What follows belongs to an exercise in optimizing a design on an open flow for small area; a production flow would make more cautious choices. Function was checked by simulation only, so behaviour that the tests miss may differ from the original. Power figures rest on the tool's default switching activity, not on a simulated workload.

==> flow/design.v (excerpt) <==
module menu(CLOCK_50, LEDG, LEDR, KEY, SW, HEX0, HEX1, HEX2, HEX3, HEX4, HEX5, HEX6, HEX7, reset);
input reset;
input [3:0] KEY;
input [17:0] SW;
input CLOCK_50;
output reg [6:0] HEX0, HEX1, HEX2, HEX3, HEX4, HEX5, HEX6, HEX7;
output reg [7:0] LEDG;
output reg [17:0] LEDR;
parameter JUMP = 0, ZAPS = 1, BEAT = 2, TIME = 3;  
reg [1:0] state;
reg [1:0] game;        
reg menuon;
reg forset, backset;
reg left;              
wire [17:0] ledrj, ledrz;
wire [7:0] ledgj, ledgz, ledgt;
wire [6:0] rawj0, rawj1, rawj2, rawj3, rawj4, rawj5, rawj6, rawj7;
wire lostj;
wire [3:0] dj0, dj1, dj4, dj5, dz0, dz1, dz4, dz5;
wire jon, zon, ton, tval, tend;
wire [3:0] tvalue, tms, td4;
wire [4:0] tsec;
wire [7:0] hvj_t, hvt_t;
wire [3:0] hvj_o, hvt_o, hvz;
localparam [15:0] SA = 16'h0012, SB = 16'h0060, SC = 16'h0004, SD = 16'h0092,
                  SE = 16'hfeba, SF = 16'h008e, SG = 16'h0083;
function [6:0] seg;
	input [3:0] d;
	seg = {SG[d], SF[d], SE[d], SD[d], SC[d], SB[d], SA[d]};
endfunction
localparam [31:0] M0 = 32'haaaaaaaa, M1 = 32'h0cc330cc, M2 = 32'h0f03c0f0, M3 = 32'h300c0300;
function [3:0] mod10;
	input [4:0] x;
	mod10 = {M3[x], M2[x], M1[x], M0[x]};
endfunction
reg [7:0] hs_t;
reg [3:0] hs_o;
always @* begin
	case(state)
		JUMP: begin hs_t = hvj_t; hs_o = hvj_o; end
		ZAPS: begin hs_t = (hvz == 10) ? 8'd1 : 8'd0; hs_o = (hvz == 10) ? 4'd0 : hvz; end
		TIME: begin hs_t = hvt_t; hs_o = hvt_o; end
		default: begin hs_t = 0; hs_o = 0; end
	endcase
end
reg [6:0] r0, r1, r2, r3, r4, r5, r6, r7;
reg g0, g1, g2, g3, g4, g5, g6, g7, keep5;
reg [3:0] b0, b1, b2, b3, b4, b5, b6, b7;
reg [17:0] nledr;
reg [7:0] nledg;
always @* begin
	{r0, r1, r2, r3, r4, r5, r6, r7} = 0;
	{g0, g1, g2, g3, g4, g5, g6, g7} = 0;
	{b0, b1, b2, b3, b4, b5, b6, b7} = 0;
	keep5 = 0;
	nledr = 0; nledg = 0;
	if (menuon) begin
		case(state)
			JUMP: begin
				nledg = 8'b00001000;
				r3 = 7'b1110001; r2 = 7'b1000001; r1 = 7'b1001000; r0 = 7'b0001100;
			end
			ZAPS: begin
				nledg = 8'b00000100;
				r3 = 7'b0100100; r2 = 7'b0001000; r1 = 7'b0001100; r0 = 7'b0010010;
			end
			BEAT: begin
				nledg = 8'b00000010;
  ...
==> flow/config.mk <==
export PLATFORM = sky130hd
export DESIGN_NAME = menu
export DESIGN_NICKNAME = menu
export VERILOG_FILES = /design/flow/design.v
export SDC_FILE = /design/flow/constraint.sdc
export NUM_CORES = 4
export LEC_CHECK = 0
export ABC_AREA = 1
export CAP_MARGIN = 20
export CORE_MARGIN = 2
export CORE_UTILIZATION = 40
export CTS_CLUSTER_DIAMETER = 150
export CTS_CLUSTER_SIZE = 22
export SLEW_MARGIN = 20
==> flow/constraint.sdc <==
create_clock -name core_clock -period 25.0 [get_ports {CLOCK_50}]
set_input_delay 5.0000 -clock core_clock [delete_from_list [all_inputs] [get_ports {CLOCK_50}]]
set_output_delay 5.0000 -clock core_clock [all_outputs]
set_load 0.01 [all_outputs]
standard.sh (not shown) runs the stock make flow with config.mk's settings and CLKGATE_MAP_FILE= SYNTH_SCRIPT=/design/flow/synth_recipe.tcl, a recipe that flattens the netlist after the stock synthesis.
==> flow/flow/run.sh <==
#!/bin/bash
# The standard layout, except: after the standard synthesis the combinational
# logic is re-mapped for area (OpenROAD restructure) and gates left sized up
# are put back to drive 1 (the resizer sizes up again where slew or load needs
# it); the port buffers use the smallest buffer cell.
set -e
here=$(pwd)
export BUFFER_PORTS_ARGS="-buffer_cell sky130_fd_sc_hd__buf_1"
bash standard.sh synth > standard_synth.log 2>&1
res=$(dirname $(ls orfs/results/*/*/*/1_synth.odb))
lib=$here/restructure_lib.lib
python3 flow/libfilter.py $FLOW_HOME/platforms/sky130hd/lib/sky130_fd_sc_hd__tt_025C_1v80.lib $lib > libfilter.log 2>&1
mkdir -p restructure_work
sed -e "s#@LIB@#$lib#g" -e "s#@ODB@#$here/$res/1_synth.odb#g" -e "s#@SDC@#$here/$res/1_synth.sdc#g" \
    -e "s#@WORK@#$here/restructure_work#g" flow/restructure.tcl > restructure_run.tcl
openroad -no_init -exit restructure_run.tcl > restructure.log 2>&1
sed -e "s#@ODB@#$here/$res/1_synth.odb#" flow/downsize.tcl > downsize_run.tcl
openroad -no_init -exit downsize_run.tcl > downsize.log 2>&1
bash standard.sh > standard.log 2>&1
Other scripts of this flow, unchanged in this note and not shown: flow/flow/downsize.tcl, flow/flow/libfilter.py, flow/flow/restructure.tcl
Edit:
Settings changed: GPL_TIMING_DRIVEN set to 0.
After rerunning: The changed run went through all stages and came out clean; combinational power is about the same; register-to-register slack loses 1000 ps; fmax went down by 9.6%; non-clock buffer count drops by 13; via count shrinks by 0.95%; clock skew went up by 3.5 ps; die area is unchanged; core utilization hardly moves; power went down by about 0.54%; worst setup slack loses 1000 ps; sequential power barely changes.
Edit:
Settings changed: CAP_MARGIN 20 to 5, GPL_TIMING_DRIVEN 0 to unset, SLEW_MARGIN 20 to 5.
=> Total power came out higher by 0.55%. Setup slack is better by 1000 ps. Utilization stays flat. Via count grows by 0.96%. Maximum frequency went up by 11%. Clock-buffer cell count came out higher by 2. Final area barely changes. Sequential power barely changes. Final cell count went up by 0.56%. First-iteration DRC count goes up by 6.0%.

==> separate check: timing with driven ports <==
No port has a modelled driver above. Below, the same layouts with a new extraction and two added sets of constraints.
Step 1, drivers: a clkbuf_16 drives CLOCK_50 and a buf_2 each remaining input, both assumed.
Step 2 moves the port delays by t, midway between the first and last clock arrival at a register: inputs arrive t later, outputs are due t later. That takes back most of the time a late clock gives input paths.
a / b / c = ideal ports / drivers / drivers and shift; a / b = the first two.
| run | t (ns) | slack for setup (ns) | worst setup path at the end | slew at the worst register clock pin (ns) | pins driven straight from the clock port |
|---|---|---|---|---|---|
| the first run | 0.572 | 15.433 / 15.433 / 15.433 | register to register | 0.10 / 0.10 | 1 |
| the second run | 0.558 | 14.421 / 14.421 / 14.421 | register to register | 0.10 / 0.10 | 1 |
| the third run | 0.572 | 15.433 / 15.433 / 15.433 | register to register | 0.10 / 0.10 | 1 |
After both steps setup and hold are still met in every run listed.
